What follows belongs to an exercise in optimizing a design on an open flow for small area, a short achievable clock period and few clock cycles per item; a production flow would make more cautious choices. Where RTL was checked, it was by simulation tests only, not by an equivalence proof against the original. Function not checked in run 1: the RTL went through the layout flow alone. No activity file was given, so power comes from the tool's default toggle rates.

[flow/run.sh]
#!/bin/bash
# synth_recipe.tcl (not shown) runs the flow's synth.tcl, then flattens the netlist and writes it again
# the make line also repeats each setting of config.mk as NAME=value (left out here)
make -C /OpenROAD-flow-scripts/flow DESIGN_CONFIG=/design/flow/config.mk WORK_HOME=/design/flow/orfs CLKGATE_MAP_FILE= SYNTH_SCRIPT=/design/flow/synth_recipe.tcl finish
[flow/config.mk]
export PLATFORM = sky130hd
export DESIGN_NAME = sa_top
export DESIGN_NICKNAME = sa_top
export VERILOG_FILES = /design/flow/design.v
export SDC_FILE = /design/flow/constraint.sdc
export NUM_CORES = 4
export LEC_CHECK = 0
export CAP_MARGIN = 20
export CORE_MARGIN = 2
export CORE_UTILIZATION = 40
export PLACE_DENSITY = 0.6
export SETUP_SLACK_MARGIN = 1.6
export SLEW_MARGIN = 20
[flow/constraint.sdc]
create_clock -name core_clock -period 4.2 [get_ports {clk_i}]
set_input_delay 0.8400 -clock core_clock [delete_from_list [all_inputs] [get_ports {clk_i}]]
set_output_delay 0.8400 -clock core_clock [all_outputs]
set_load 0.01 [all_outputs]
[flow/design.v]
module booth_enc (
    input  logic [3:0] x_i,
    output logic [5:0] xe_o
);
  assign xe_o[0] = x_i[1];
  assign xe_o[1] = x_i[0];
  assign xe_o[2] = x_i[1] & ~x_i[0];
  assign xe_o[3] = x_i[3];
  assign xe_o[4] = x_i[2] ^ x_i[1];
  assign xe_o[5] = (x_i[3] & ~x_i[2] & ~x_i[1]) | (~x_i[3] & x_i[2] & x_i[1]);
endmodule
module mac_cell #(
    parameter int CW = 4,                
    localparam int NC = 16 / CW          
) (
    input  logic              clk_i,
    input  logic              v_i,       
    input  logic              clr_i,     
    input  logic [5:0]        xe_i,      
    input  logic [7:0]        w_i,
    output logic [15:0]       acc_o,     
    output logic [NC-1:0]     cy_o       
);
  wire neg0 = xe_i[0];
  wire one0 = v_i & xe_i[1];
  wire two0 = v_i & xe_i[2];
  wire neg1 = xe_i[3];
  wire one1 = v_i & xe_i[4];
  wire two1 = v_i & xe_i[5];
  wire [8:0] ws = {w_i[7], w_i};
  wire [8:0] m0 = ({9{one0}} & ws) | ({9{two0}} & {w_i, 1'b0});
  wire [8:0] m1 = ({9{one1}} & ws) | ({9{two1}} & {w_i, 1'b0});
  wire [9:0] p0 = {m0[8], m0} ^ {10{neg0}};   
  wire [9:0] p1 = {m1[8], m1} ^ {10{neg1}};   
  wire [15:0] xa = {{6{p0[9]}}, p0};
  wire [15:0] ya = {{4{p1[9]}}, p1, 2'b00};
  logic [15:0]   acc_q;
  logic [NC-1:0] cy_q;
  wire  [15:0]   a  = clr_i ? 16'd0 : acc_q;
  wire  [NC-1:0] ci = clr_i ? '0 : cy_q;
  logic [15:0] s, c;
  always_comb begin
    s = '0;
    c = '0;
    s[0] = a[0]; c[0] = xa[0];
    s[1] = a[1]; c[1] = xa[1];
    c[2] = neg1;
    for (int i = 2; i < 16; i++) begin
      s[i] = a[i] ^ xa[i] ^ ya[i];
      if (i < 15) c[i+1] = (a[i] & xa[i]) | (a[i] & ya[i]) | (xa[i] & ya[i]);
    end
  end
  logic [15:0]   sum;
  logic [NC-1:0] co;
  always_comb begin
    for (int k = 0; k < NC; k++) begin
      logic cc;
      cc = (k == 0) ? neg0 : ci[k];
      for (int i = k * CW; i < (k + 1) * CW; i++) begin
        sum[i] = s[i] ^ c[i] ^ cc;
        cc     = (s[i] & c[i]) | (s[i] & cc) | (c[i] & cc);
      end
      co[k] = cc;
    end
  end
  always_ff @(posedge clk_i) begin
    acc_q <= sum;
    cy_q  <= {co[NC-2:0], 1'b0};
  end
  assign acc_o = acc_q;
  assign cy_o  = cy_q;
endmodule
module mac_resolve #(
    parameter int CW = 4,
    localparam int NC = 16 / CW
) (
    input  logic [15:0]   acc_i,
    input  logic [NC-1:0] cy_i,
    output logic [15:0]   y_o
);
  logic [15:0] cv;
  always_comb begin
    cv = '0;
    for (int k = 1; k < NC; k++) cv[k*CW] = cy_i[k];
  end
  assign y_o = acc_i + cv;
endmodule
module sa_top (
    input  logic          clk_i,
    input  logic          rst_ni,
    input  logic          s_valid_i,
    input  logic          s_last_i,
    input  logic          m_ready_i,
    output logic          s_ready_o,
    output logic          m_valid_o,
    output logic          m_last_o,
    input  logic [ 15:0]  sx_data_i,
    input  logic [ 63:0]  sk_data_i,
    output logic [ 63:0]  m_data_o
);
  localparam int R  = 4;
  localparam int C  = 8;
  localparam int CW = 1;   
  localparam int NC = 16 / CW;
  logic adv_q;   
  wire  adv_n;
  logic [23:0] x0;   
  logic [63:0] w0;
  logic        v0, l0;
  logic [2:0]  cnt;   
  wire hold = l0 && (cnt != 3'd7);
  wire go0  = v0 && !hold;   
  logic rdy_q;   
  assign s_ready_o = rdy_q;
  logic [23:0] xenc;
  for (genvar r = 0; r < R; r++) begin : g_enc
    booth_enc u_enc (.x_i(sx_data_i[4*r +: 4]), .xe_o(xenc[6*r +: 6]));
  end
  always_ff @(posedge clk_i)
    if (s_ready_o) begin
      x0 <= xenc;
      w0 <= sk_data_i;
      l0 <= s_last_i;
    end
  always_ff @(posedge clk_i)
    if (!rst_ni) v0 <= 1'b0;
    else if (s_ready_o) v0 <= s_valid_i;
  always_ff @(posedge clk_i)
    if (!rst_ni) cnt <= 3'd7;
    else if (adv_q) begin
      if (go0 && l0) cnt <= 3'd0;
      else if (cnt != 3'd7) cnt <= cnt + 3'd1;
    end
  logic [C:1]  vs, ls;
  logic [23:0] xs [1:C-1];
  logic [7:0]  ws [1:C-1][1:C-1];   
  always_ff @(posedge clk_i)
    if (!rst_ni) vs <= '0;
    else if (adv_q) vs <= {vs[C-1:1], go0};
  always_ff @(posedge clk_i)
    if (adv_q) ls <= {ls[C-1:1], l0};
  for (genvar j = 1; j < C; j++) begin : g_stage
    always_ff @(posedge clk_i)
      if (adv_q) xs[j] <= (j == 1) ? x0 : xs[j-1];
    for (genvar c = j; c < C; c++) begin : g_w
      always_ff @(posedge clk_i)
        if (adv_q) ws[j][c] <= (j == 1) ? w0[8*c +: 8] : ws[j-1][c];
    end
  end
  logic [15:0]   acc [C][R];
  logic [NC-1:0] cy  [C][R];
  logic [C-1:0]  fc;   
  logic [C-1:0] act_q;
  wire       v0_n   = s_ready_o ? s_valid_i : v0;
  wire       l0_n   = s_ready_o ? s_last_i : l0;
  wire [2:0] cnt_n  = !adv_q ? cnt : (go0 && l0) ? 3'd0 : (cnt != 3'd7) ? cnt + 3'd1 : cnt;
  wire       hold_n = l0_n && (cnt_n != 3'd7);
  wire       go0_n  = v0_n && !hold_n;
  wire [C-1:1] vs_n = adv_q ? {vs[C-2:1], go0} : vs[C-1:1];
  wire [C-1:0] act_n = {C{adv_n}} & {vs_n, go0_n};
  logic [C-1:0] clr_q;
  always_ff @(posedge clk_i)
    if (!rst_ni) act_q <= '0;
    else act_q <= act_n;
  for (genvar c = 0; c < C; c++) begin : g_col
    wire        vc = act_q[c];
    wire        lc = (c == 0) ? l0 : ls[c];
    wire [23:0] xc = (c == 0) ? x0 : xs[c];
    wire [7:0]  wc = (c == 0) ? w0[7:0] : ws[c][c];
    always_ff @(posedge clk_i)
      if (!rst_ni) fc[c] <= 1'b1;
      else if (vc) fc[c] <= lc;
    wire fc_n = vc ? lc : fc[c];
    always_ff @(posedge clk_i)
      if (!rst_ni) clr_q[c] <= 1'b0;
      else clr_q[c] <= act_n[c] && fc_n;
    for (genvar r = 0; r < R; r++) begin : g_row
      mac_cell #(.CW(CW)) u_mac (
          .clk_i(clk_i),
          .v_i  (vc),
          .clr_i(clr_q[c]),
          .xe_i (xc[6*r +: 6]),
          .w_i  (wc),
          .acc_o(acc[c][r]),
          .cy_o (cy[c][r])
      );
    end
  end
  wire [C-1:0] sel = vs[C:1] & ls[C:1];
  logic [15:0]   macc [R];
  logic [NC-1:0] mcy  [R];
  always_comb begin
    for (int r = 0; r < R; r++) begin
      macc[r] = '0;
      mcy[r]  = '0;
      for (int c = 0; c < C; c++) begin
        macc[r] = macc[r] | ({16{sel[c]}} & acc[c][r]);
        mcy[r]  = mcy[r]  | ({NC{sel[c]}} & cy[c][r]);
      end
    end
  end
  wire push = adv_q && |sel;
  logic          pv, pl;
  logic [15:0]   pacc [R];
  logic [NC-1:0] pcy  [R];
  logic [63:0]   pres;
  for (genvar r = 0; r < R; r++) begin : g_res
    mac_resolve #(.CW(CW)) u_res (.acc_i(pacc[r]), .cy_i(pcy[r]), .y_o(pres[16*r +: 16]));
  end
  always_ff @(posedge clk_i)
    if (push)
      for (int r = 0; r < R; r++) begin
        pacc[r] <= macc[r];
        pcy[r]  <= mcy[r];
      end
  always_ff @(posedge clk_i)
    if (push) pl <= sel[C-1];
  logic        hv, sv, hl, sl;
  logic [63:0] hd, sd;
  wire take  = !hv || m_ready_i;     
  wire pmove = pv && (take || !sv);  
  always_ff @(posedge clk_i)
    if (take) begin
      hd <= sv ? sd : pres;
      hl <= sv ? sl : pl;
    end
  always_ff @(posedge clk_i)
    if (pmove && !(take && !sv)) begin
      sd <= pres;
      sl <= pl;
    end
  wire pv_n = push || (pv && !pmove);
  wire hv_n = take ? (sv || pv) : hv;
  wire sv_n = take ? (sv && pv) : (sv || pv);
  always_ff @(posedge clk_i)
    if (!rst_ni) begin
      pv <= 1'b0;
      hv <= 1'b0;
      sv <= 1'b0;
    end else begin
      pv <= pv_n;
      hv <= hv_n;
      sv <= sv_n;
    end
  assign adv_n = !(pv_n && sv_n);
  always_ff @(posedge clk_i)
    if (!rst_ni) adv_q <= 1'b1;
    else adv_q <= adv_n;
  assign m_valid_o = hv;
  assign m_last_o  = hl;
  assign m_data_o  = hd;
  always_ff @(posedge clk_i)
    if (!rst_ni) rdy_q <= 1'b1;
    else rdy_q <= adv_n && !(v0_n && hold_n);
endmodule
==> results of run 1 <==
[how the worst max path moves through the flow]
| stage | end | slack (ns) | cells after the start |
|---|---|---|---|
| final | hd[29] | 1.53 | 8 |
| after detailed placement | g_col[2].g_row[0].u_mac.acc_q[14] | 1.03 | 8 |
| after floorplan | pacc[0][0] | -0.65 | 3 |
| after CTS | hd[29] | 1.56 | 8 |
| after global routing | hd[29] | 1.45 | 8 |
| after global placement | g_col[2].g_row[0].u_mac.acc_q[14] | 1.10 | 8 |
[layout by cell type, fill, tap and decap left out, types with 22 or more instances in the layout]
cell and n:
nand4_1 124, dlygate4sd2_1 35, edfxtp_1 743, ha_1 54
a21oi_1 44, nor2_1 68, nand2b_1 390, nor2b_1 563
o21ai_0 106, xor2_2 68, clkbuf_1 47, fa_1 864
a22o_1 453, clkinv_2 36, clkbuf_16 207, buf_12 76
nand2_1 587, clkdlybuf4s50_1 111, xor2_1 464, a22oi_1 491
inv_1 793, buf_6 22, clkbuf_8 23, mux2_2 58
dfxtp_1 1015, xnor2_1 226, buf_4 184
[cell type report]
cell class                      count  area [µm²]  area share, %
Antenna cell                        4       10.01       0.009404
Sequential cell                  1777       43070          40.46
Inverter                          797        2994          2.813
Multi-Input combinational cell   4776       45220          42.49
Clock inverter                     96       985.9         0.9263
Tap cell                         3026        3786          3.557
Timing Repair Buffer              438        4721          4.435
Clock buffer                      276        5648          5.306
[through the flow]
step	utilization, %	worst slack (ns)	hold slack [ns]	cells
finish	46.25	1.527	0.4091	11190
global route	46.25	1.451	0.4191	11190
CTS	46.03	1.555	0.4093	11160
detailed placement	42.56	1.035	0.4045	10710
global placement	42.56	1.100	0.4018	10710
floorplan	-	-0.6523	0.4003	7949
[power by group through the flow]
stage / Sequential [mW] / Combinational (mW) / Clock (mW)
finish: 30.4 / 23.2 / 17.7
global route: 30.9 / 27.1 / 18.7
CTS: 30.2 / 23.3 / 18.0
detailed placement: 30.6 / 22.6 / 0
global placement: 30.6 / 21.1 / 0
floorplan: 27.2 / 17.1 / 0
[sequential cells by signal, summed over array words and instances, names as in the netlist, 3 cells and up]
name,cells
ws,224
clr_q,8
cnt,3
fc,8
sd,64
g_col.g_row.u_mac.cy_q,480
ls,8
pcy,60
hd,64
x0,24
vs,8
w0,64
g_col.g_row.u_mac.acc_q,512
act_q,8
pacc,64
xs,168
[critical path, stage by stage (launching register included)]
cell and delay (ns):
edfxtp_1 0.38, ha_2 0.20, fa_2 0.34, a21o_1 0.20, a311oi_4 0.40, nor3_2 0.08
or3b_1 0.38, xor2_1 0.17, mux2_2 0.26
[cells by family (layout without fill, tap and decap cells)]
| kind of cell | after synthesis | after routing | synth area share, % |
|---|---|---|---|
| xor+xnor | 760 | 760 | 7.181 |
| flops | 1777 | 1777 | 46.40 |
| simple gates | 1814 | 1816 | 10.45 |
| fa+ha+maj | 925 | 925 | 19.52 |
| compound gates | 1201 | 1201 | 9.911 |
| buf+inv | 1398 | 1607 | 5.661 |
| other cells | 0 | 4 | 0 |
| mux | 74 | 74 | 0.8787 |
[what timing repair did]
item / CTS / global route
resized for setup: 107 / 63
cloned: 1 / 2
buffers inserted: 81 / 20
endpoints found under the setup margin: 614 / 120
pin swaps: 20 / 18
[per-layer routing]
metal | vias to the layer above | global-route usage [%] | part of all wire (%)
met1 | 30470 | 33.62 | 43
met3 | 525 | 6.116 | 10
met2 | 2618 | 35.02 | 43
met4 | 8 | 8.152 | 3.9
li1 | 26230 | - | -
met5 | - | 0 | 0.017
==> Flow_metrics.wiki, run 1 <==
{| class="wikitable"
! Metric !! Value
|-
| Die outline height || 485.4 µm
|-
| Top post-synthesis cells by area || edfxtp_1, dfxtp_1, fa_1
|-
| TritonCTS clock tree || built
|-
| Fraction of layout cells with a size suffix above 1 || 9.926%
|-
| Leakage power || 42.45 nW
|-
| H-Tree Level Count || 4
|-
| Worst Tran Pin Value || 1.059 ns
|-
| Overall die area || 235,600 µm²
|-
| DRC violation total after the first TritonRoute iteration || 6,290
|-
| Global-route wire length before repair || 411,100 µm
|-
| Final total power || 71.27 mW
|-
| Pin count of the biggest net entering global routing || 162
|-
| Power share of the clock group || 24.9%
|-
| Total via count in the routed design || 59,850
|-
| Proportion of synthesized flip-flops having asynchronous set or reset || 0%
|-
| Half-perimeter wire length of the detailed placement result || 200,900 µm
|-
| Number of I/O pins || 152
|-
| CTS Sinks || 1,777
|-
| Worst-Skew Late Latency || 0.85 ns
|-
| Deepest clock path buffer count || 3
|-
| Cell-internal power || 45.66 mW
|-
| Clock-pin slew on the worst setup and hold paths || 0.06 ns
|-
| Antenna Nets Post-Route || 0
|-
| Detailed-route wire length || 281,800 µm
|-
| Worst Min Path Start || ws[12][5]
|-
| Via count of the first global-routing pass || 61,600
|-
| Final clock skew || 0.04510 ns
|-
| Area growth, synth to finish || 14.82%
|-
| Critical path fanouts, max || 3
|-
| Syn nets || 8,959
|-
| Unrepaired setup endpoints after global routing || yes
|-
| Worst Setup Path Type || register to register
|-
| Kind of path behind the tightest hold check || register to register
|-
| Pwr Density || 669.6 nW/µm²
|-
| Flop-to-flop setup slack || 1.53 ns
|-
| Register area share after synthesis || 46.40%
|-
| Endpoint class of the critical path || register
|-
| Number of maximum-capacitance violations || 0
|-
| Peak ir drop on the vdd network || 374.7 µV
|-
| Detail-routed via count per cell || 5.349
|-
| Count of mapped cells out of synthesis || 7,949
|-
| Total of hold buffers inserted after clock tree synthesis || 0
|-
| Period Utilization, post-route || 63.64%
|-
| Number of different library cells in the post-synthesis netlist || 59
|-
| CP Launch Type || register
|-
| Combinational power share || 32.5%
|-
| All-Layer GR Usage || 23.67%
|-
| Fin. Hold Viols || 0
|-
| CTS Buf Count || 197
|-
| Worst slew margin relative to its limit || 29.42%
|-
| Most instantiated cells after synthesis || dfxtp_1, fa_1, inv_1
|-
| NumNets Final || 8,997
|-
| Switch share || 35.93%
|-
| Number of max-slew violations in the final report || 0
|-
| Yosys Warn Count || 17
|-
| Wire per inst || 25.18 µm
|-
| Final setup TNS || 0 ns
|-
| Outcome || timing/DRC/antenna clean
|-
| Total gr overflow || 0
|-
| DIE WIDTH || 485.4 µm
|-
| Netlist Area Pre-Place || 92,700 µm²
|-
| Starting density of the core || 40.28%
|-
| Cell at the root of the clock tree || clkbuf_16
|-
| Required @ worst endpoint || 4.77 ns
|-
| Hold path depth || 0
|-
| Number of synthesized flops with an enable pin || 743
|-
| Reg-to-Reg Start || pcy[1][1]
|-
| Setup violation total in the final timing report || 0
|-
| Final cell area excluding filler cells || 106,400 µm²
|-
| Mean Syn Cell Area || 11.66 µm²
|-
| Achievable frequency || 374.1 MHz
|-
| Top FF cell, synth || dfxtp_1
|-
| Switching Power || 25.60 mW
|-
| Most instantiated library cell after synthesis || dfxtp_1
|-
| Launching instance or port of the critical path || pcy[1][1]
|-
| Post-layout minimum cycle time || 2.673 ns
|-
| R2R Path End || hd[29]
|-
| WHS Endpoint || ws[19][5]
|-
| Post-synth top area cell || edfxtp_1
|-
| Dpl cell area || 97,930 µm²
|-
| Floorplan core area || 230,100 µm²
|-
| Top cell type's share of synthesized area || 24.07%
|-
| Sequential group share of total power || 42.6%
|-
| Initial antenna violation count || 21
|-
| Port Buffer Count || 151
|-
| Number of standard-cell rows in the floorplan || 176
|-
| Register bit total from synthesis || 1,777
|-
| Final routed DRC violation total || 0
|-
| Worst reg2reg path depth || 8
|-
| Count of fill cells added during filler insertion || 20,640
|-
| Crit path arrival time || 3.25 ns
|-
| Routability-driven placement congestion ratio || 0.9194
|-
| First-pass detailed-route iteration total || 8
|}
==> run 2: changes to the inputs <==
--- a/flow/design.v
+++ b/flow/design.v
@@ -101,5 +101,5 @@
   localparam int R  = 4;
   localparam int C  = 8;
-  localparam int CW = 1;   
+  localparam int CW = 2;   
   localparam int NC = 16 / CW;
   logic adv_q;   
@@ -132,12 +132,12 @@
       else if (cnt != 3'd7) cnt <= cnt + 3'd1;
     end
-  logic [C:1]  vs, ls;
+  logic [C-1:1] vs, ls;
   logic [23:0] xs [1:C-1];
   logic [7:0]  ws [1:C-1][1:C-1];   
   always_ff @(posedge clk_i)
     if (!rst_ni) vs <= '0;
-    else if (adv_q) vs <= {vs[C-1:1], go0};
-  always_ff @(posedge clk_i)
-    if (adv_q) ls <= {ls[C-1:1], l0};
+    else if (adv_q) vs <= {vs[C-2:1], go0};
+  always_ff @(posedge clk_i)
+    if (adv_q) ls <= {ls[C-2:1], l0};
   for (genvar j = 1; j < C; j++) begin : g_stage
     always_ff @(posedge clk_i)
@@ -187,5 +187,15 @@
     end
   end
-  wire [C-1:0] sel = vs[C:1] & ls[C:1];
+  logic [C-1:0] sel;
+  logic         push;
+  wire [C-1:0] sel_n = adv_q ? ({vs[C-1:1], go0} & {ls[C-1:1], l0}) : sel;
+  always_ff @(posedge clk_i)
+    if (!rst_ni) begin
+      sel  <= '0;
+      push <= 1'b0;
+    end else begin
+      sel  <= sel_n;
+      push <= adv_n && |sel_n;
+    end
   logic [15:0]   macc [R];
   logic [NC-1:0] mcy  [R];
@@ -200,5 +210,4 @@
     end
   end
-  wire push = adv_q && |sel;
   logic          pv, pl;
   logic [15:0]   pacc [R];
--- a/flow/config.mk
+++ b/flow/config.mk
@@ -9,5 +9,8 @@
 export CORE_MARGIN = 2
 export CORE_UTILIZATION = 40
+export CTS_BUF_LIST = sky130_fd_sc_hd__clkbuf_8
+export CTS_CLUSTER_DIAMETER = 60
+export CTS_CLUSTER_SIZE = 20
 export PLACE_DENSITY = 0.6
-export SETUP_SLACK_MARGIN = 1.6
+export SETUP_SLACK_MARGIN = 1.45
 export SLEW_MARGIN = 20
==> run 2 against run 1 <==
  * Still clean on timing, DRC and antenna
  * Flip-flop and latch count decreased by 281
  * Synthesized area decreased by 9.8%
  * Worst setup slack got worse by 0.11 ns
  * Die area down 9.7%
  * Non-clock buffer count grew 285
  * Synthesized cell count down 8.2%
  * Sequential share of layout area decreased by 1.9 points
  * Critical path type unchanged
==> Flow_metrics.wiki, run 2 <==
{| class="wikitable"
! Metric !! Value
|-
| Pwr Density || 651.9 nW/µm² (was 669.6 nW/µm²)
|-
| Final cell area excluding filler cells || 96,420 µm² (was 106,400 µm²)
|-
| Clock-pin slew on the worst setup and hold paths || 0.10 ns (was 0.06 ns)
|-
| Total gr overflow || 0 (unchanged)
|-
| Pin count of the biggest net entering global routing || 118 (was 162)
|-
| Post-layout minimum cycle time || 2.780 ns (was 2.673 ns)
|-
| CP Cell Sequence || buf_12 > buf_4 > o211ai_2 > xnor2_2 > buf_4 > xnor2_2 > fa_2 > fa_1 (was ha_2 > fa_2 > a21o_1 > a311oi_4 > nor3_2 > or3b_1 > xor2_1 > mux2_2)
|-
| Multiplexer area fraction after synthesis || 1.363% (was 0.8787%)
|-
| Most instantiated cells after synthesis || nand2_1, dfxtp_1, xnor2_1 (was dfxtp_1, fa_1, inv_1)
|-
| Combinational family with the most area after synthesis || adder cells (unchanged)
|-
| Critical path fanouts, max || 7 (was 3)
|-
| Largest register FFs || 512 (unchanged)
|-
| Yosys Warn Count || 17 (unchanged)
|-
| Worst Tran Pin Value || 1.070 ns (was 1.059 ns)
|-
| CTS Buf Count || 144 (was 197)
|-
| Final total power || 62.85 mW (was 71.27 mW)
|-
| Reg-to-Reg Start || ws[24][7] (was pcy[1][1])
|-
| Simple-gate share of the synthesized area || 9.655% (was 10.45%)
|-
| Dpl cell area || 87,950 µm² (was 97,930 µm²)
|-
| Syn nets || 8,123 (was 8,959)
|-
| Netlist Area Pre-Place || 83,650 µm² (was 92,700 µm²)
|-
| Number of maximum-capacitance violations || 0 (unchanged)
|-
| Cell at the root of the clock tree || clkbuf_8 (was clkbuf_16)
|-
| WHS Endpoint || ws[5][3] (was ws[19][5])
|-
| Top Registers || g_col.g_row.u_mac.acc_q (512), g_col.g_row.u_mac.cy_q (224), ws (224) (was g_col.g_row.u_mac.acc_q (512), g_col.g_row.u_mac.cy_q (480), ws (224))
|-
| NumNets Final || 8,459 (was 8,997)
|-
| Leading cell type in the layout, fill and taps excluded || nand2_1 (was dfxtp_1)
|-
| Overall die area || 212,800 µm² (was 235,600 µm²)
|-
| Final clock skew || 0.07913 ns (was 0.04510 ns)
|-
| TritonCTS clock tree || built (unchanged)
|-
| Post-synth top area cell || edfxtp_1 (unchanged)
|-
| Port Buffer Count || 151 (unchanged)
|-
| Global routing usage on met3 || 6.431% (was 6.116%)
|-
| Compound-Gate Fraction of Synth Area || 12.17% (was 9.911%)
|-
| CTS Sinks || 1,496 (was 1,777)
|-
| Met1 capacity usage during global routing || 35.09% (was 33.62%)
|-
| Total via count in the routed design || 56,890 (was 59,850)
|-
| Detail-routed via count per cell || 5.388 (was 5.349)
|-
| Crit path arrival time || 3.73 ns (was 3.25 ns)
|-
| Hold path depth || 0 (unchanged)
|-
| Count of mapped cells out of synthesis || 7,301 (was 7,949)
|-
| Most crowded layer after global routing || met2 (unchanged)
|-
| Worst Setup Path Type || register to register (unchanged)
|-
| Number of I/O pins || 152 (unchanged)
|-
| Final cell count without fillers || 10,560 (was 11,190)
|-
| Multi-input logic area || 43,950 µm² (was 45,220 µm²)
|-
| Top post-synthesis cells by area || edfxtp_1, dfxtp_1, fa_1 (unchanged)
|-
| Delay of the slowest critical-path stage || 0.53 ns (was 0.40 ns)
|-
| R2R Path End || g_col[4].g_row[0].u_mac.acc_q[11] (was hd[29])
|-
| Number of different library cells in the post-synthesis netlist || 61 (was 59)
|-
| Cell Count Post-Placement || 9,901 (was 10,710)
|-
| Half-perimeter wire length of the detailed placement result || 196,700 µm (was 200,900 µm)
|-
| Fraction of synthesized cell area in xor and xnor cells || 10.71% (was 7.181%)
|-
| Flop-to-flop setup slack || 1.42 ns (was 1.53 ns)
|-
| Register bit total from synthesis || 1,496 (was 1,777)
|-
| Deepest clock path buffer count || 3 (unchanged)
|-
| Top FF cell, synth || dfxtp_1 (unchanged)
|-
| Mean Syn Cell Area || 11.46 µm² (was 11.66 µm²)
|-
| Outcome || timing/DRC/antenna clean (unchanged)
|-
| DRC violation total after the first TritonRoute iteration || 6,466 (was 6,290)
|-
| Setup violation total in the final timing report || 0 (unchanged)
|-
| Final routed DRC violation total || 0 (unchanged)
|-
| Unrepaired setup endpoints after global routing || yes (unchanged)
|-
| Register area share after synthesis || 44.30% (was 46.40%)
|-
| Antenna Nets Post-Route || 0 (unchanged)
|-
| Die outline height || 461.3 µm (was 485.4 µm)
|-
| Leakage power || 37.93 nW (was 42.45 nW)
|-
| Register containing the most flip-flops in the final layout || g_col.g_row.u_mac.acc_q (unchanged)
|-
| Number of standard-cell rows in the floorplan || 167 (was 176)
|-
| Global-route wire length before repair || 377,300 µm (was 411,100 µm)
|-
| Floorplan core area || 207,500 µm² (was 230,100 µm²)
|-
| Area used by sequential logic in the layout || 37,140 µm² (was 43,070 µm²)
|-
| Initial antenna violation count || 24 (was 21)
|-
| Endpoint class of the critical path || register (unchanged)
|-
| Fin. Hold Viols || 0 (unchanged)
|-
| Top cell type's share of synthesized area || 25.49% (was 24.07%)
|-
| Global routing usage on met2 || 35.45% (was 35.02%)
|-
| Area growth, synth to finish || 15.27% (was 14.82%)
|-
| H-Tree Level Count || 4 (unchanged)
|-
| Worst-Skew Late Latency || 1.02 ns (was 0.85 ns)
|-
| Number of max-slew violations in the final report || 0 (unchanged)
|-
| Kind of path behind the tightest hold check || register to register (unchanged)
|-
| First-pass detailed-route iteration total || 6 (was 8)
|-
| Adder-Cell Fraction of Synth Area || 16.92% (was 19.52%)
|-
| Peak ir drop on the vdd network || 429.9 µV (was 374.7 µV)
|-
| Via count of the first global-routing pass || 55,530 (was 61,600)
|-
| Number of synthesized flops with an enable pin || 710 (was 743)
|-
| Worst Min Path Start || w0[51] (was ws[12][5])
|-
| Worst slew margin relative to its limit || 28.63% (was 29.42%)
|-
| Detailed-route wire length || 262,200 µm (was 281,800 µm)
|-
| Proportion of synthesized flip-flops having asynchronous set or reset || 0% (unchanged)
|-
| Starting density of the core || 40.32% (was 40.28%)
|-
| Period Utilization, post-route || 66.20% (was 63.64%)
|-
| Highest-count cells in the layout ignoring fill and taps || nand2_1, dfxtp_1, edfxtp_1, xnor2_1, fa_1 (was dfxtp_1, fa_1, inv_1, edfxtp_1, nand2_1)
|-
| All-Layer GR Usage || 24.36% (was 23.67%)
|-
| Achievable frequency || 359.7 MHz (was 374.1 MHz)
|-
| Slowest cell on crit path || xnor2_2 (was a311oi_4)
|-
| DIE WIDTH || 461.3 µm (was 485.4 µm)
|-
| Worst reg2reg path depth || 8 (unchanged)
|-
| Fraction of layout cells with a size suffix above 1 || 17.02% (was 9.926%)
|-
| Count of fill cells added during filler insertion || 18,850 (was 20,640)
|-
| Total of hold buffers inserted after clock tree synthesis || 0 (unchanged)
|-
| CP Launch Type || register (unchanged)
|-
| Wire per inst || 24.83 µm (was 25.18 µm)
|-
| Required @ worst endpoint || 5.15 ns (was 4.77 ns)
|-
| Routability-driven placement congestion ratio || 0.9508 (was 0.9194)
|-
| Most instantiated library cell after synthesis || nand2_1 (was dfxtp_1)
|}
==> run 2: cell types whose count changed after synthesis, moves of 205 or more <==
cell,previous run,this run
nand2_1,588,951
nand2b_1,392,16
dfxtp_1,1034,786
xnor2_1,228,760
xor2_1,532,178
clkbuf_1,532,327
inv_1,797,422
fa_1,868,640
==> run 2: worst max-delay path by stage <==
stage	to	startpoint	cells after the start
global route	g_col[2].g_row[1].u_mac.acc_q[9]	ws[8][6]	8
floorplan	clr_q[0]	adv_q	6
detailed placement	g_col[6].g_row[1].u_mac.acc_q[11]	act_q[6]	8
global placement	g_col[3].g_row[1].u_mac.acc_q[11]	ws[16][7]	7
finish	g_col[4].g_row[0].u_mac.acc_q[11]	ws[24][7]	8
CTS	s_ready_o	rdy_q	2
==> run 2: final cells by class <==
type	instances	share of cell area (%)
timing repair buffer	723	6.940
clock buffer	154	2.198
inverter	464	1.832
clock inverter	115	1.279
antenna	11	0.02855
tap	2788	3.618
multi-input combinational	4808	45.58
sequential	1496	38.52
==> run 2: routing by layer <==
layer / wire length (µm) / vias to the layer above / part of all wire, %
li1: - / 25360 / -
met1: 114100 / 28610 / 44
met2: 111900 / 2511 / 43
met3: 27590 / 406 / 11
met4: 8509 / 2 / 3.2
met5: 13 / - / 0.0050
==> run 2: through the flow <==
stage | util, % | hold slack (ns) | TNS [ns] | setup WS (ns)
4_1_cts | 45.41 | 0.2972 | 0 | 1.392
3_3_place_gp | 42.39 | 0.4017 | 0 | 0.9298
5_1_grt | 46.47 | 0.3017 | 0 | 1.256
3_5_place_dp | 42.39 | 0.4045 | 0 | 0.8792
2_1_floorplan | - | 0.4003 | -0.5158 | -0.2364
6_report | 46.47 | 0.3715 | 0 | 1.420
==> run 2: worst max-delay path: cells and delay by family (launching register included) <==
kind | cells | cell delay, ns
fa+ha+maj | 2 | 0.91
xor+xnor | 2 | 0.61
buf+inv | 3 | 0.58
flops | 1 | 0.50
compound gates | 1 | 0.10
==> run 2: timing repair <==
item	CTS	global route
hold endpoints to repair	0	0
setup buffers	239	137
gates resized for setup	166	213
endpoints found under the setup margin	534	195
pin swaps	11	69
cloned	0	2
==> run 2: power breakdown <==
part           leakage (nW)  internal [mW]  total, mW  switching (mW)
clock                  1.73           4.25       10.5            6.20
sequential             14.0           20.9       25.9            4.96
combinational          22.2           12.4       26.6            14.1
total                  37.9           37.6       62.9            25.3
==> run 2: logic make-up after synthesis <==
group / count (synthesis)
adders and majority gates: 750
xor gates and xnor gates: 983
buffers and inverters: 997
AOI/OAI and AO/OA: 1246
and+or+nand+nor: 1726
muxes: 103
DFF: 1496
Testbench counts of run 2, summed over its fixed seeds: cycles 5,488, items 384.
==> run 3: changes to the inputs <==
--- a/flow/config.mk
+++ b/flow/config.mk
@@ -6,10 +6,8 @@
 export NUM_CORES = 4
 export LEC_CHECK = 0
+export ABC_AREA = 1
 export CAP_MARGIN = 20
 export CORE_MARGIN = 2
 export CORE_UTILIZATION = 40
-export CTS_BUF_LIST = sky130_fd_sc_hd__clkbuf_8
-export CTS_CLUSTER_DIAMETER = 60
-export CTS_CLUSTER_SIZE = 20
 export PLACE_DENSITY = 0.6
 export SETUP_SLACK_MARGIN = 1.45
==> run 3 against run 2 <==
  * Via count rose by 9.7%
  * Clock power increased by 51%
  * Flip-flop and latch count stayed put
  * Highest routed layer unchanged
  * Cell count grew 11%
  * Synthesized cell count increased by 16%
  * Global-route usage is 1.3 points higher
==> Flow_metrics.wiki, run 3 <==
{| class="wikitable"
! Metric !! Value
|-
| Fin. Hold Viols || 0 (unchanged)
|-
| Critical path fanouts, max || 35 (was 7)
|-
| Post-synth top area cell || edfxtp_1 (unchanged)
|-
| Most instantiated cells after synthesis || nand2_1, inv_1, dfxtp_1 (was nand2_1, dfxtp_1, xnor2_1)
|-
| CP Launch Type || register (unchanged)
|-
| TritonCTS clock tree || built (unchanged)
|-
| Final standard cell utilization of the core || 47.92% (was 46.47%)
|-
| Clock-pin slew on the worst setup and hold paths || 0.06 ns (was 0.10 ns)
|-
| Most instantiated library cell after synthesis || nand2_1 (unchanged)
|-
| Crit path arrival time || 3.19 ns (was 3.73 ns)
|-
| Count of mapped cells out of synthesis || 8,441 (was 7,301)
|-
| Overall die area || 211,600 µm² (was 212,800 µm²)
|-
| Antenna Nets Post-Route || 0 (unchanged)
|-
| Count of fill cells added during filler insertion || 19,010 (was 18,850)
|-
| Detail-routed via count per cell || 5.346 (was 5.388)
|-
| Top FF cell, synth || dfxtp_1 (unchanged)
|-
| Combinational power share || 41.5% (was 42.2%)
|-
| Power share of the clock group || 23.0% (was 16.6%)
|-
| Floorplan core area || 206,900 µm² (was 207,500 µm²)
|-
| CTS Buf Count || 173 (was 144)
|-
| Deepest clock path buffer count || 3 (unchanged)
|-
| Port Buffer Count || 151 (unchanged)
|-
| Die outline height || 460.0 µm (was 461.3 µm)
|-
| Register area share after synthesis || 44.56% (was 44.30%)
|-
| DRC violation total after the first TritonRoute iteration || 6,058 (was 6,466)
|-
| Pwr Density || 700.3 nW/µm² (was 651.9 nW/µm²)
|-
| First-pass detailed-route iteration total || 6 (unchanged)
|-
| Required @ worst endpoint || 4.59 ns (was 5.15 ns)
|-
| Via count of the first global-routing pass || 60,330 (was 55,530)
|-
| Area used by sequential logic in the layout || 37,120 µm² (was 37,140 µm²)
|-
| Syn nets || 9,263 (was 8,123)
|-
| Post-layout minimum cycle time || 2.797 ns (was 2.780 ns)
|-
| Number of different library cells in the post-synthesis netlist || 51 (was 61)
|-
| Half-perimeter wire length of the detailed placement result || 208,800 µm (was 196,700 µm)
|-
| CTS Sinks || 1,496 (unchanged)
|-
| Unrepaired setup endpoints after global routing || yes (unchanged)
|-
| Pin count of the biggest net entering global routing || 161 (was 118)
|-
| Endpoint class of the critical path || register (unchanged)
|-
| NumNets Final || 9,631 (was 8,459)
|-
| Worst Setup Path Type || register to register (unchanged)
|-
| Worst Tran Pin Value || 1.110 ns (was 1.070 ns)
|-
| DIE WIDTH || 460.0 µm (was 461.3 µm)
|-
| Wire per inst || 24.11 µm (was 24.83 µm)
|-
| Number of I/O pins || 152 (unchanged)
|-
| Flop-to-flop setup slack || 1.40 ns (was 1.42 ns)
|-
| H-Tree Level Count || 4 (unchanged)
|-
| Kind of path behind the tightest hold check || register to register (unchanged)
|-
| Peak ir drop on the vdd network || 484.9 µV (was 429.9 µV)
|-
| Reg-to-Reg Start || sel[1] (was ws[24][7])
|-
| Largest register FFs || 512 (unchanged)
|-
| All-Layer GR Usage || 25.64% (was 24.36%)
|-
| Proportion of synthesized flip-flops having asynchronous set or reset || 0% (unchanged)
|-
| Area growth, synth to finish || 19.20% (was 15.27%)
|-
| Leading cell type in the layout, fill and taps excluded || nand2_1 (unchanged)
|-
| Number of standard-cell rows in the floorplan || 167 (unchanged)
|-
| Sequential group share of total power || 35.5% (was 41.1%)
|-
| Number of synthesized flops with an enable pin || 710 (unchanged)
|-
| Switching Power || 27.23 mW (was 25.30 mW)
|-
| Register containing the most flip-flops in the final layout || g_col.g_row.u_mac.acc_q (unchanged)
|-
| Global-route wire length before repair || 398,400 µm (was 377,300 µm)
|-
| Worst-Skew Late Latency || 0.86 ns (was 1.02 ns)
|-
| Setup violation total in the final timing report || 0 (unchanged)
|-
| Multi-input logic area || 42,350 µm² (was 43,950 µm²)
|-
| Highest-count cells in the layout ignoring fill and taps || nand2_1, inv_1, dfxtp_1, edfxtp_1, xor2_1 (was nand2_1, dfxtp_1, edfxtp_1, xnor2_1, fa_1)
|-
| Top cell type's share of synthesized area || 25.64% (was 25.49%)
|-
| Cell-internal power || 42.19 mW (was 37.56 mW)
|-
| Outcome || timing/DRC/antenna clean (unchanged)
|-
| Worst Min Path Start || w0[42] (was w0[51])
|-
| Yosys Warn Count || 17 (unchanged)
|-
| Cell at the root of the clock tree || clkbuf_16 (was clkbuf_8)
|-
| Total gr overflow || 0 (unchanged)
|-
| Worst slew margin relative to its limit || 25.89% (was 28.63%)
|-
| Final clock skew || 0.03800 ns (was 0.07913 ns)
|-
| Routability-driven placement congestion ratio || 0.9836 (was 0.9508)
|-
| Switch share || 39.23% (was 40.25%)
|-
| Period Utilization, post-route || 66.61% (was 66.20%)
|-
| Hold path depth || 0 (unchanged)
|-
| Starting density of the core || 40.20% (was 40.32%)
|-
| Netlist Area Pre-Place || 83,160 µm² (was 83,650 µm²)
|-
| Worst reg2reg path depth || 5 (was 8)
|-
| R2R Path End || pacc[0][2] (was g_col[4].g_row[0].u_mac.acc_q[11])
|-
| Register bit total from synthesis || 1,496 (unchanged)
|-
| Number of max-slew violations in the final report || 0 (unchanged)
|-
| Initial antenna violation count || 17 (was 24)
|-
| Leakage power || 44.62 nW (was 37.93 nW)
|-
| Detailed-route wire length || 281,300 µm (was 262,200 µm)
|-
| Top post-synthesis cells by area || edfxtp_1, dfxtp_1, fa_1 (unchanged)
|-
| WHS Endpoint || ws[4][2] (was ws[5][3])
|-
| Fraction of layout cells with a size suffix above 1 || 15.51% (was 17.02%)
|-
| Total via count in the routed design || 62,380 (was 56,890)
|-
| Achievable frequency || 357.5 MHz (was 359.7 MHz)
|-
| Number of maximum-capacitance violations || 0 (unchanged)
|-
| Final routed DRC violation total || 0 (unchanged)
|-
| Top Registers || g_col.g_row.u_mac.acc_q (512), g_col.g_row.u_mac.cy_q (224), ws (224) (unchanged)
|-
| Mean Syn Cell Area || 9.852 µm² (was 11.46 µm²)
|-
| Final setup TNS || 0 ns (unchanged)
|}
-- run 3: how the worst max path moves through the flow --
stage,from,end,slack (ns),depth (start not counted)
6_report,sel[1],pacc[0][2],1.40,5
5_1_grt,act_q[7],g_col[7].g_row[0].u_mac.acc_q[15],1.33,16
4_1_cts,rdy_q,s_ready_o,1.20,1
3_5_place_dp,act_q[5],g_col[5].g_row[0].u_mac.acc_q[15],1.14,14
3_3_place_gp,act_q[4],g_col[4].g_row[0].u_mac.acc_q[15],1.16,14
2_1_floorplan,adv_q,act_q[0],0.12,5
-- run 3: cells by family after synthesis --
group           Yosys count  synth area share (%)
fa+ha+maj               737                 16.87
flops                  1496                 44.56
compound gates         1063                 8.276
xor+xnor                794                 8.394
simple gates           2857                 14.77
mux                      11                0.1474
buf+inv                1483                 6.984
-- run 3: what timing repair did --
action / 4_1_cts / 5_1_grt
pin swaps: 2 / 99
hold buffers: 0 / 0
gates cloned: 0 / 14
setup endpoints to repair: 374 / 328
buffers inserted: 127 / 115
gates resized for setup: 179 / 408
hold endpoints to repair: 0 / 0
-- run 3: power by group through the flow --
stage	Sequential, mW	Clock (mW)	Combinational, mW
6_report	24.7	15.9	28.8
5_1_grt	25.1	16.8	33.1
4_1_cts	24.6	16.2	27.9
3_5_place_dp	24.9	0	27.0
3_3_place_gp	24.8	0	25.5
2_1_floorplan	23.2	0	19.7
-- run 3: per-layer routing --
metal,track usage (%),part of all wire (%),up-vias,wire length (µm)
met5,0,0.029,-,81
met4,11.45,5.1,12,14420
met3,5.326,8.8,579,24860
met2,40.54,45,2757,127100
met1,33.88,41,30760,114900
li1,-,-,28280,-
-- run 3: worst max-delay path: stages, from the launching register on --
cell and delay [ns]:
dfxtp_2 0.33, buf_4 0.31, nand2_1 0.18, nand3_1 0.19, a221oi_1 0.64, nand4_1 0.66
-- run 3: layout make-up --
cell class	instances	area share, %
Multi-Input combinational cell	5462	42.72
Sequential cell	1496	37.45
Timing Repair Buffer	533	5.723
Clock buffer	241	4.954
Inverter	1143	4.629
Tap cell	2704	3.413
Clock inverter	86	1.103
Antenna cell	4	0.01010
-- run 3: metrics by stage --
stage               instance area [µm²]  worst slack [ns]  hold WS, ns  power (mW)  cells
floorplan                         83200            0.1228       0.4003       42.90   8441
global placement                  87700             1.160       0.4005       50.38  11080
detailed placement                87710             1.142       0.4045       51.87  11080
CTS                               95850             1.199       0.3958       68.78  11540
global route                      99120             1.330       0.4101       74.95  11670
finish                            99130             1.403       0.4012       69.42  11670
==> run 4: changes to the inputs <==
--- a/flow/config.mk
+++ b/flow/config.mk
@@ -6,5 +6,4 @@
 export NUM_CORES = 4
 export LEC_CHECK = 0
-export ABC_AREA = 1
 export CAP_MARGIN = 20
 export CORE_MARGIN = 2
==> run 4 against run 3 <==
  * Sequential share of layout area is 0.31 points higher
  * Clock skew is 0.022 ns higher
  * Cell area decreased by 0.76%
  * Register-to-register slack better by 0.06 ns
  * Worst setup slack better by 0.056 ns
  * Still clean
  * Fmax rose by 2.0%
  * Routed wire length down 6.7%
  * Clock-buffer cell count decreased by 3
  * Clock power decreased by 4%
  * Non-clock buffer count rose by 157
  * Critical endpoint is now g_col[4].g_row[3].u_mac.acc_q[13]
  * Cell count is 9.4% lower
  * Die area increased by 0.58%
==> Flow_metrics.wiki, run 4 <==
{| class="wikitable"
! Metric !! Value
|-
| Unrepaired setup endpoints after global routing || yes (unchanged)
|-
| Cell at the root of the clock tree || clkbuf_16 (unchanged)
|-
| Final standard cell utilization of the core || 47.41% (was 47.92%)
|-
| Via count of the first global-routing pass || 55,900 (was 60,330)
|-
| Register bit total from synthesis || 1,496 (unchanged)
|-
| Number of maximum-capacitance violations || 0 (unchanged)
|-
| Count of mapped cells out of synthesis || 7,301 (was 8,441)
|-
| Mean Syn Cell Area || 11.46 µm² (was 9.852 µm²)
|-
| Total via count in the routed design || 57,210 (was 62,380)
|-
| Worst Setup Path Type || register to register (unchanged)
|-
| Cell Count Post-Placement || 9,901 (was 11,080)
|-
| Count of fill cells added during filler insertion || 18,620 (was 19,010)
|-
| CP Launch Type || register (unchanged)
|-
| Routability-driven placement congestion ratio || 0.9508 (was 0.9836)
|-
| Number of buffers and inverters on the critical path || 3 (was 1)
|-
| Final routed DRC violation total || 0 (unchanged)
|-
| Number of synthesized flops with an enable pin || 710 (unchanged)
|-
| Top cell type's share of synthesized area || 25.49% (was 25.64%)
|-
| Period Utilization, post-route || 65.27% (was 66.61%)
|-
| Global-route wire length before repair || 379,800 µm (was 398,400 µm)
|-
| Post-layout minimum cycle time || 2.741 ns (was 2.797 ns)
|-
| Half-perimeter wire length of the detailed placement result || 196,700 µm (was 208,800 µm)
|-
| Dpl cell area || 87,950 µm² (was 87,710 µm²)
|-
| Setup violation total in the final timing report || 0 (unchanged)
|-
| Detail-routed via count per cell || 5.409 (was 5.346)
|-
| Highest-count cells in the layout ignoring fill and taps || nand2_1, dfxtp_1, edfxtp_1, xnor2_1, fa_1 (was nand2_1, inv_1, dfxtp_1, edfxtp_1, xor2_1)
|-
| Wire per inst || 24.82 µm (was 24.11 µm)
|-
| All-Layer GR Usage || 24.50% (was 25.64%)
|-
| Initial antenna violation count || 26 (was 17)
|-
| H-Tree Level Count || 4 (unchanged)
|-
| Register containing the most flip-flops in the final layout || g_col.g_row.u_mac.acc_q (unchanged)
|-
| Worst slew margin relative to its limit || 26.59% (was 25.89%)
|-
| DRC violation total after the first TritonRoute iteration || 6,531 (was 6,058)
|-
| Worst-Skew Late Latency || 0.85 ns (was 0.86 ns)
|-
| Die outline height || 461.3 µm (was 460.0 µm)
|-
| Multi-input logic area || 43,770 µm² (was 42,350 µm²)
|-
| Largest register FFs || 512 (unchanged)
|-
| Port Buffer Count || 151 (unchanged)
|-
| Post-synth top area cell || edfxtp_1 (unchanged)
|-
| Pwr Density || 687.9 nW/µm² (was 700.3 nW/µm²)
|-
| Number of different library cells in the post-synthesis netlist || 61 (was 51)
|-
| Pin count of the biggest net entering global routing || 118 (was 161)
|-
| Cell family with the largest share of critical-path delay || adder cells (was simple AND/OR/NAND/NOR gates)
|-
| Number of I/O pins || 152 (unchanged)
|-
| NumNets Final || 8,455 (was 9,631)
|-
| Deepest clock path buffer count || 3 (unchanged)
|-
| Final cell count without fillers || 10,580 (was 11,670)
|-
| Final clock skew || 0.06026 ns (was 0.03800 ns)
|-
| CTS Sinks || 1,496 (unchanged)
|-
| Floorplan core area || 207,500 µm² (was 206,900 µm²)
|-
| Total of hold buffers inserted after clock tree synthesis || 0 (unchanged)
|-
| Required @ worst endpoint || 4.90 ns (was 4.59 ns)
|-
| Leading cell type in the layout, fill and taps excluded || nand2_1 (unchanged)
|-
| Register area share after synthesis || 44.30% (was 44.56%)
|-
| DIE WIDTH || 461.3 µm (was 460.0 µm)
|-
| Endpoint class of the critical path || register (unchanged)
|-
| Fraction of layout cells with a size suffix above 1 || 16.17% (was 15.51%)
|-
| Number of max-slew violations in the final report || 0 (unchanged)
|-
| Achievable frequency || 364.8 MHz (was 357.5 MHz)
|-
| Critical path fanouts, max || 6 (was 35)
|-
| Overall die area || 212,800 µm² (was 211,600 µm²)
|-
| Clock-pin slew on the worst setup and hold paths || 0.06 ns (about the same)
|-
| Total gr overflow || 0 (unchanged)
|-
| Detailed-route wire length || 262,500 µm (was 281,300 µm)
|-
| Leakage power || 38.68 nW (was 44.62 nW)
|-
| Top FF cell, synth || dfxtp_1 (unchanged)
|-
| Most instantiated cells after synthesis || nand2_1, dfxtp_1, xnor2_1 (was nand2_1, inv_1, dfxtp_1)
|-
| First-pass detailed-route iteration total || 7 (was 6)
|-
| Outcome || timing/DRC/antenna clean (unchanged)
|-
| Antenna Nets Post-Route || 0 (unchanged)
|-
| Area used by sequential logic in the layout || 37,140 µm² (was 37,120 µm²)
|-
| Most instantiated library cell after synthesis || nand2_1 (unchanged)
|-
| Proportion of synthesized flip-flops having asynchronous set or reset || 0% (unchanged)
|-
| Final total power || 67.67 mW (was 69.42 mW)
|-
| Netlist Area Pre-Place || 83,650 µm² (was 83,160 µm²)
|-
| Area growth, synth to finish || 17.61% (was 19.20%)
|-
| Final setup TNS || 0 ns (unchanged)
|-
| Number of standard-cell rows in the floorplan || 167 (unchanged)
|-
| Slowest cell on crit path || edfxtp_1 (was nand4_1)
|-
| Top Registers || g_col.g_row.u_mac.acc_q (512), g_col.g_row.u_mac.cy_q (224), ws (224) (unchanged)
|-
| Yosys Warn Count || 17 (unchanged)
|-
| CP Cell Sequence || buf_12 > o211ai_2 > xor2_4 > buf_4 > xnor2_1 > xnor2_1 > fa_1 > inv_1 > fa_1 (was buf_4 > nand2_1 > nand3_1 > a221oi_1 > nand4_1)
|-
| Crit path arrival time || 3.44 ns (was 3.19 ns)
|-
| Final cell area excluding filler cells || 98,380 µm² (was 99,130 µm²)
|-
| Syn nets || 8,123 (was 9,263)
|-
| CTS Buf Count || 173 (unchanged)
|-
| Worst Tran Pin Value || 1.101 ns (was 1.110 ns)
|-
| Top post-synthesis cells by area || edfxtp_1, dfxtp_1, fa_1 (unchanged)
|-
| Peak ir drop on the vdd network || 515.2 µV (was 484.9 µV)
|-
| Delay of the slowest critical-path stage || 0.48 ns (was 0.66 ns)
|-
| Kind of path behind the tightest hold check || register to register (unchanged)
|-
| Fin. Hold Viols || 0 (unchanged)
|-
| Starting density of the core || 40.32% (was 40.20%)
|-
| TritonCTS clock tree || built (unchanged)
|}
run 4: cell types whose count changed after synthesis, moves of 371 or more:
cell / previous run / this run
nor2b_1: 0 / 428
a22oi_1: 0 / 371
xor2_1: 698 / 178
o22ai_1: 469 / 0
a22o_1: 27 / 448
inv_1: 1019 / 422
xnor2_1: 94 / 760
nand2_1: 1592 / 951
nand3_1: 480 / 9
run 4: final cells by class:
class | instances | area share (%)
Multi-Input combinational cell | 4808 | 44.50
Sequential cell | 1496 | 37.76
Tap cell | 2788 | 3.546
Clock inverter | 84 | 0.8521
Antenna cell | 8 | 0.02035
Timing Repair Buffer | 690 | 6.565
Clock buffer | 238 | 4.964
Inverter | 464 | 1.801
run 4: timing repair:
action / CTS / global route
cloned: 0 / 1
endpoints found under the setup margin: 468 / 170
resized for setup: 103 / 167
setup buffers: 222 / 122
pin swaps: 9 / 49
run 4: per-layer routing:
| layer | global-route usage [%] | wire length, µm | vias up |
|---|---|---|---|
| met5 | 0 | 34 | - |
| met4 | 7.955 | 8901 | 4 |
| met3 | 6.100 | 27320 | 434 |
| met2 | 35.60 | 111700 | 2585 |
| met1 | 35.55 | 114600 | 28800 |
| li1 | - | - | 25390 |
run 4: logic make-up (layout without fill, tap and decap cells):
logic type / count (synthesis) / after routing / synth area share (%)
DFF: 1496 / 1496 / 44.30
xor gates and xnor gates: 983 / 983 / 10.71
and+or+nand+nor: 1726 / 1726 / 9.655
adders and majority gates: 750 / 750 / 16.92
AOI/OAI and AO/OA: 1246 / 1246 / 12.17
other: 0 / 8 / 0
muxes: 103 / 103 / 1.363
buffers and inverters: 997 / 1476 / 4.876
run 4: power breakdown:
part           internal, mW  switching (mW)
registers              21.0            5.00
clock network          8.89            6.40
logic                  12.4            14.1
run 4: final timing paths:
| kind | start | endpoint | slack, ns | depth (start not counted) |
|---|---|---|---|---|
| max | ws[24][7] | g_col[4].g_row[3].u_mac.acc_q[13] | 1.46 | 9 |
| min | ws[25][1] | ws[32][1] | 0.39 | 0 |
| max reg2reg | ws[24][7] | g_col[4].g_row[3].u_mac.acc_q[13] | 1.46 | 9 |
| min reg2reg | ws[25][1] | ws[32][1] | 0.39 | 0 |
run 4: per-stage QoR:
step / setup slack [ns] / hold slack [ns]
after floorplan: -0.2364 / 0.4003
after global placement: 0.9298 / 0.4017
after detailed placement: 0.8792 / 0.4045
after CTS: 1.369 / 0.3838
after global routing: 1.384 / 0.3984
final: 1.459 / 0.3908
run 4: worst reg2reg max path, cell delays in order, from the launching register on:
cell and delay, ns:
edfxtp_1 0.48, buf_12 0.18, o211ai_2 0.15, xor2_4 0.22, buf_4 0.16, xnor2_1 0.35
xnor2_1 0.16, fa_1 0.38, inv_1 0.09, fa_1 0.42
==> run 5: changes to the inputs <==
--- a/flow/config.mk
+++ b/flow/config.mk
@@ -8,6 +8,6 @@
 export CAP_MARGIN = 20
 export CORE_MARGIN = 2
-export CORE_UTILIZATION = 40
-export PLACE_DENSITY = 0.6
+export CORE_UTILIZATION = 35
+export PLACE_DENSITY = 0.5
 export SETUP_SLACK_MARGIN = 1.45
 export SLEW_MARGIN = 20
==> run 5 against run 4 <==
  * Clock skew fell by 0.011 ns
  * Critical path depth did not move
  * Die area grew 14%
  * Still clean
  * Register-to-register slack worse by 0.02 ns
  * Highest routed layer unchanged
  * Hold slack barely moved
  * Largest cell class unchanged
  * Critical endpoint is now g_col[5].g_row[0].u_mac.acc_q[11]
  * Fmax decreased by 0.68%
==> Flow_metrics.wiki, run 5 <==
{| class="wikitable"
! Metric !! Value
|-
| Area growth, synth to finish || 18.35% (was 17.61%)
|-
| Worst-Skew Late Latency || 0.86 ns (was 0.85 ns)
|-
| All-Layer GR Usage || 23.55% (was 24.50%)
|-
| Clock-pin slew on the worst setup and hold paths || 0.06 ns (about the same)
|-
| Pwr Density || 683.6 nW/µm² (was 687.9 nW/µm²)
|-
| Deepest clock path buffer count || 3 (unchanged)
|-
| Fin. Hold Viols || 0 (unchanged)
|-
| Required @ worst endpoint || 4.93 ns (was 4.90 ns)
|-
| Top post-synthesis cells by area || edfxtp_1, dfxtp_1, fa_1 (unchanged)
|-
| Switch share || 37.50% (was 37.62%)
|-
| Setup violation total in the final timing report || 0 (unchanged)
|-
| DIE WIDTH || 492.9 µm (was 461.3 µm)
|-
| Half-perimeter wire length of the detailed placement result || 207,800 µm (was 196,700 µm)
|-
| Via count of the first global-routing pass || 56,730 (was 55,900)
|-
| Highest-count cells in the layout ignoring fill and taps || nand2_1, dfxtp_1, edfxtp_1, xnor2_1, fa_1 (unchanged)
|-
| Register area share after synthesis || 44.30% (unchanged)
|-
| Final worst slack || 1.440 ns (was 1.459 ns)
|-
| Period Utilization, post-route || 65.72% (was 65.27%)
|-
| Number of different library cells in the post-synthesis netlist || 61 (unchanged)
|-
| Cell at the root of the clock tree || clkbuf_16 (unchanged)
|-
| Initial antenna violation count || 40 (was 26)
|-
| Sequential group share of total power || 38.0% (was 38.3%)
|-
| Post-layout minimum cycle time || 2.760 ns (was 2.741 ns)
|-
| Mean Syn Cell Area || 11.46 µm² (unchanged)
|-
| Kind of path behind the tightest hold check || register to register (unchanged)
|-
| Wire per inst || 26.61 µm (was 24.82 µm)
|-
| Proportion of synthesized flip-flops having asynchronous set or reset || 0% (unchanged)
|-
| Number of synthesized flops with an enable pin || 710 (unchanged)
|-
| Unrepaired setup endpoints after global routing || yes (unchanged)
|-
| Critical path fanouts, max || 10 (was 6)
|-
| Pin count of the biggest net entering global routing || 161 (was 118)
|-
| Worst Setup Path Type || register to register (unchanged)
|-
| DRC violation total after the first TritonRoute iteration || 5,914 (was 6,531)
|-
| Achievable frequency || 362.3 MHz (was 364.8 MHz)
|-
| Fraction of layout cells with a size suffix above 1 || 15.74% (was 16.17%)
|-
| Routability-driven placement congestion ratio || 0.8912 (was 0.9508)
|-
| H-Tree Level Count || 4 (unchanged)
|-
| Top Registers || g_col.g_row.u_mac.acc_q (512), g_col.g_row.u_mac.cy_q (224), ws (224) (unchanged)
|-
| Total via count in the routed design || 57,170 (was 57,210)
|-
| Count of fill cells added during filler insertion || 22,410 (was 18,620)
|-
| Worst slack at placement || 0.7679 ns (was 0.8792 ns)
|-
| Worst-case hold slack || 0.3907 ns (was 0.3908 ns)
|-
| Register bit total from synthesis || 1,496 (unchanged)
|-
| Final standard cell utilization of the core || 41.62% (was 47.41%)
|-
| Antenna Nets Post-Route || 0 (unchanged)
|-
| Most instantiated cells after synthesis || nand2_1, dfxtp_1, xnor2_1 (unchanged)
|-
| Cell-internal power || 42.30 mW (was 42.21 mW)
|-
| Most instantiated library cell after synthesis || nand2_1 (unchanged)
|-
| Final setup TNS || 0 ns (unchanged)
|-
| Leading cell type in the layout, fill and taps excluded || nand2_1 (unchanged)
|-
| Overall die area || 242,900 µm² (was 212,800 µm²)
|-
| CTS Sinks || 1,496 (unchanged)
|-
| CP Cell Sequence || buf_12 > clkbuf_16 > o211ai_1 > xor2_2 > buf_4 > nand2_1 > a21o_1 > fa_1 > fa_1 (was buf_12 > o211ai_2 > xor2_4 > buf_4 > xnor2_1 > xnor2_1 > fa_1 > inv_1 > fa_1)
|-
| Detail-routed via count per cell || 5.235 (was 5.409)
|-
| Endpoint class of the critical path || register (unchanged)
|-
| Total gr overflow || 0 (unchanged)
|-
| Port Buffer Count || 151 (unchanged)
|-
| Detailed-route wire length || 290,600 µm (was 262,500 µm)
|-
| Global-route wire length before repair || 411,200 µm (was 379,800 µm)
|-
| Number of buffers and inverters on the critical path || 3 (unchanged)
|-
| Worst Tran Pin Value || 1.162 ns (was 1.101 ns)
|-
| Number of maximum-capacitance violations || 0 (unchanged)
|-
| Final clock skew || 0.04889 ns (was 0.06026 ns)
|-
| Die outline height || 492.9 µm (was 461.3 µm)
|-
| Cell family with the largest share of critical-path delay || adder cells (unchanged)
|-
| Count of mapped cells out of synthesis || 7,301 (unchanged)
|-
| Syn nets || 8,123 (unchanged)
|-
| First-pass detailed-route iteration total || 27 (was 7)
|-
| Peak ir drop on the vdd network || 339.7 µV (was 515.2 µV)
|-
| Crit path arrival time || 3.49 ns (was 3.44 ns)
|-
| Largest register FFs || 512 (unchanged)
|-
| Final routed DRC violation total || 0 (unchanged)
|-
| Power share of the clock group || 23.2% (was 22.6%)
|-
| NumNets Final || 8,413 (was 8,455)
|-
| Starting density of the core || 35.17% (was 40.32%)
|-
| Worst slew margin relative to its limit || 22.55% (was 26.59%)
|-
| Number of standard-cell rows in the floorplan || 179 (was 167)
|-
| CP Launch Type || register (unchanged)
|-
| Combinational power share || 38.8% (was 39.1%)
|-
| Register containing the most flip-flops in the final layout || g_col.g_row.u_mac.acc_q (unchanged)
|-
| Final total power || 67.67 mW (about the same)
|-
| Netlist Area Pre-Place || 83,650 µm² (unchanged)
|-
| Top FF cell, synth || dfxtp_1 (unchanged)
|-
| Top cell by count, worst path || fa_1
|-
| Number of max-slew violations in the final report || 0 (unchanged)
|-
| Delay of the slowest critical-path stage || 0.48 ns (about the same)
|-
| Floorplan core area || 237,900 µm² (was 207,500 µm²)
|-
| CTS Buf Count || 179 (was 173)
|-
| Switching Power || 25.37 mW (was 25.46 mW)
|-
| Number of I/O pins || 152 (unchanged)
|-
| Leakage power || 38.68 nW (about the same)
|-
| Slowest cell on crit path || fa_1 (was edfxtp_1)
|-
| Top cell type's share of synthesized area || 25.49% (unchanged)
|-
| Outcome || timing/DRC/antenna clean (unchanged)
|-
| TritonCTS clock tree || built (unchanged)
|-
| Yosys Warn Count || 17 (unchanged)
|-
| Post-synth top area cell || edfxtp_1 (unchanged)
|}
==> run 5: cells by family after synthesis <==
family	share of synthesized area [%]
DFF	44.30
and+or+nand+nor	9.655
adders and majority gates	16.92
xor gates and xnor gates	10.71
AOI/OAI and AO/OA	12.17
buffers and inverters	4.876
muxes	1.363
==> run 5: worst paths after layout <==
kind,start,to,depth (start not counted),slack (ns)
setup / recovery,ws[32][7],g_col[5].g_row[0].u_mac.acc_q[11],9,1.44
hold / removal,w0[53],ws[5][5],0,0.39
setup reg to reg,ws[32][7],g_col[5].g_row[0].u_mac.acc_q[11],9,1.44
hold reg to reg,w0[53],ws[5][5],0,0.39
==> run 5: final cells by class <==
type / count / area [µm²] / area share (%)
tap: 3167 / 3963 / 4.003
inverter: 464 / 1769 / 1.787
antenna: 8 / 20.02 / 0.02022
multi-input combinational: 4808 / 43870 / 44.32
sequential: 1496 / 37140 / 37.52
clock buffer: 243 / 4945 / 4.995
timing repair buffer: 642 / 6372 / 6.437
clock inverter: 93 / 909.6 / 0.9188
==> run 5: routing by layer <==
metal	up-vias	share of wire (%)	routed length [µm]	global-route usage, %
met5	-	0.036	104	0
met4	16	4.9	14170	10.15
met3	510	8.1	23590	4.939
met2	2281	44	127600	35.91
met1	29040	43	125100	32.35
li1	25320	-	-	-
==> run 5: worst register-to-register path, delay by kind of cell (launching register included) <==
kind | cells | cell delay (ns)
adder cells (fa/ha/maj) | 2 | 0.91
buffers and inverters | 3 | 0.62
flip-flops | 1 | 0.41
AO/OA/AOI/OAI | 2 | 0.37
XOR/XNOR | 1 | 0.30
AND/OR/NAND/NOR | 1 | 0.07
==> run 5: through the flow <==
stage               instances  area (µm²)
floorplan                7301       83710
global placement        10310       88800
detailed placement      10310       88800
CTS                     10800       96970
global route            10920       98980
finish                  10920       99000
==> run 5: power by group through the flow <==
| stage | sequential (mW) | clock, mW | combinational [mW] |
|---|---|---|---|
| after floorplan | 22.9 | 0 | 19.0 |
| after global placement | 26.2 | 0 | 23.5 |
| after detailed placement | 26.2 | 0 | 24.7 |
| after CTS | 25.7 | 16.1 | 25.7 |
| after global routing | 26.0 | 16.7 | 30.1 |
| final | 25.7 | 15.7 | 26.3 |
==> run 5: repair_timing <==
action                     CTS  global route
gates resized for setup    151           212
setup buffers              156           109
gates cloned                 4             2
hold buffers                 0             0
setup endpoints to repair  412           203
pin swaps                   20            42
==> run 6: changes to the inputs <==
--- a/flow/config.mk
+++ b/flow/config.mk
@@ -8,6 +8,9 @@
 export CAP_MARGIN = 20
 export CORE_MARGIN = 2
-export CORE_UTILIZATION = 35
-export PLACE_DENSITY = 0.5
+export CORE_UTILIZATION = 40
+export CTS_BUF_LIST = sky130_fd_sc_hd__clkbuf_8
+export CTS_CLUSTER_DIAMETER = 50
+export CTS_CLUSTER_SIZE = 12
+export PLACE_DENSITY = 0.6
 export SETUP_SLACK_MARGIN = 1.45
 export SLEW_MARGIN = 20
==> run 6 against run 5 <==
  * Still clean
  * Combinational power is essentially flat
  * Non-clock buffer count grew 72
  * Fmax shrank 2.7%
  * Flip-flop and latch count is the same
  * Clock-buffer cell count shrank 50
  * Power shrank 5.1%
  * Clock power shrank 24%
  * Largest power group unchanged
==> Flow_metrics.wiki, run 6 <==
{| class="wikitable"
! Metric !! Value
|-
| H-Tree Level Count || 4 (unchanged)
|-
| Register area share after synthesis || 44.30% (unchanged)
|-
| Final routed DRC violation total || 0 (unchanged)
|-
| Achievable frequency || 352.6 MHz (was 362.3 MHz)
|-
| Pin count of the biggest net entering global routing || 118 (was 161)
|-
| Clock-pin slew on the worst setup and hold paths || 0.08 ns (was 0.06 ns)
|-
| Wire per inst || 24.74 µm (was 26.61 µm)
|-
| Largest register FFs || 512 (unchanged)
|-
| Kind of path behind the tightest hold check || input port to register (was register to register)
|-
| Final worst slack || 1.364 ns (was 1.440 ns)
|-
| Period Utilization, post-route || 67.53% (was 65.72%)
|-
| Highest-count cells in the layout ignoring fill and taps || nand2_1, dfxtp_1, edfxtp_1, xnor2_1, fa_1 (unchanged)
|-
| Final clock skew || 0.05995 ns (was 0.04889 ns)
|-
| CP Launch Type || register (unchanged)
|-
| Final total power || 64.21 mW (was 67.67 mW)
|-
| Port Buffer Count || 151 (unchanged)
|-
| CTS Buf Count || 184 (was 179)
|-
| Register bit total from synthesis || 1,496 (unchanged)
|-
| Top Registers || g_col.g_row.u_mac.acc_q (512), g_col.g_row.u_mac.cy_q (224), ws (224) (unchanged)
|-
| Routability-driven placement congestion ratio || 0.9508 (was 0.8912)
|-
| Deepest clock path buffer count || 3 (unchanged)
|-
| Number of different library cells in the post-synthesis netlist || 61 (unchanged)
|-
| Fraction of layout cells with a size suffix above 1 || 17.02% (was 15.74%)
|-
| Antenna Nets Post-Route || 0 (unchanged)
|-
| Peak ir drop on the vdd network || 419.1 µV (was 339.7 µV)
|-
| Leakage power || 38.40 nW (was 38.68 nW)
|-
| Syn nets || 8,123 (unchanged)
|-
| Setup violation total in the final timing report || 0 (unchanged)
|-
| Post-synth top area cell || edfxtp_1 (unchanged)
|-
| Half-perimeter wire length of the detailed placement result || 196,700 µm (was 207,800 µm)
|-
| Outcome || timing/DRC/antenna clean (unchanged)
|-
| Number of synthesized flops with an enable pin || 710 (unchanged)
|-
| Worst slack at placement || 0.8792 ns (was 0.7679 ns)
|-
| CTS Sinks || 1,496 (unchanged)
|}
run 6: final timing paths:
| check | startpoint | to | depth (start not counted) |
|---|---|---|---|
| setup / recovery | ws[8][6] | g_col[2].g_row[1].u_mac.acc_q[9] | 8 |
| setup reg to reg | ws[8][6] | g_col[2].g_row[1].u_mac.acc_q[9] | 8 |
| hold / removal | sk_data_i[57] | w0[57] | 1 |
| hold reg to reg | ws[17][2] | ws[24][2] | 0 |
run 6: where the power goes:
group          internal, mW  switching, mW  leakage [nW]
registers              20.9           4.99          14.0
clock network          5.79           6.06          2.24
logic                  12.4           14.1          22.2
total                  39.1           25.1          38.4
run 6: repair_timing:
| action | CTS | global route |
|---|---|---|
| buffers inserted | 239 | 127 |
| cloned | 0 | 3 |
| gates resized for setup | 181 | 175 |
| setup endpoints to repair | 544 | 174 |
| pin swaps | 13 | 60 |
run 6: cell type report:
type	instances	area (µm²)	area share [%]
Inverter	464	1770	1.826
Antenna cell	6	15.01	0.01548
Clock inverter	150	1448	1.493
Sequential cell	1496	37140	38.30
Timing Repair Buffer	714	6601	6.807
Multi-Input combinational cell	4808	43850	45.22
Tap cell	2788	3488	3.597
Clock buffer	193	2656	2.739
run 6: cells by family (layout without fill, tap and decap cells):
| group | count (synthesis) | after routing | synth area share (%) |
|---|---|---|---|
| XOR/XNOR | 983 | 983 | 10.71 |
| AND/OR/NAND/NOR | 1726 | 1726 | 9.655 |
| multiplexers | 103 | 103 | 1.363 |
| buffers and inverters | 997 | 1521 | 4.876 |
| AO/OA/AOI/OAI | 1246 | 1246 | 12.17 |
| other | 0 | 6 | 0 |
| flip-flops | 1496 | 1496 | 44.30 |
| adder cells (fa/ha/maj) | 750 | 750 | 16.92 |
run 6: critical path: stages (launching register included):
cell and delay [ns]:
edfxtp_1 0.48, buf_6 0.23, a22o_1 0.21, nand2_1 0.08, xor2_1 0.30, fa_2 0.40
inv_1 0.10, fa_1 0.44, fa_1 0.48
run 6: routing by layer:
metal | routed length (µm) | part of all wire [%] | vias up | GRT usage (%)
li1 | - | - | 25450 | -
met1 | 114200 | 43 | 28850 | 35.09
met2 | 111300 | 42 | 2471 | 35.44
met3 | 27460 | 10 | 446 | 6.367
met4 | 9705 | 3.7 | 8 | 8.575
met5 | 55 | 0.021 | - | 0
run 6: metrics by stage:
step	cell area, µm²	utilization [%]
3_5_place_dp	87950	42.39
3_3_place_gp	87950	42.39
5_1_grt	96970	46.73
4_1_cts	95030	45.80
2_1_floorplan	83710	-
6_report	96980	46.74

Re-timed with assumed drivers on the ports (clkbuf_16 on the clock, buf_2 on other inputs), run 6 has 1.364 ns of setup slack against 1.364 ns with ideal ports, and 1.075 ns once port delays also move by the mid clock arrival of 1.059 ns.
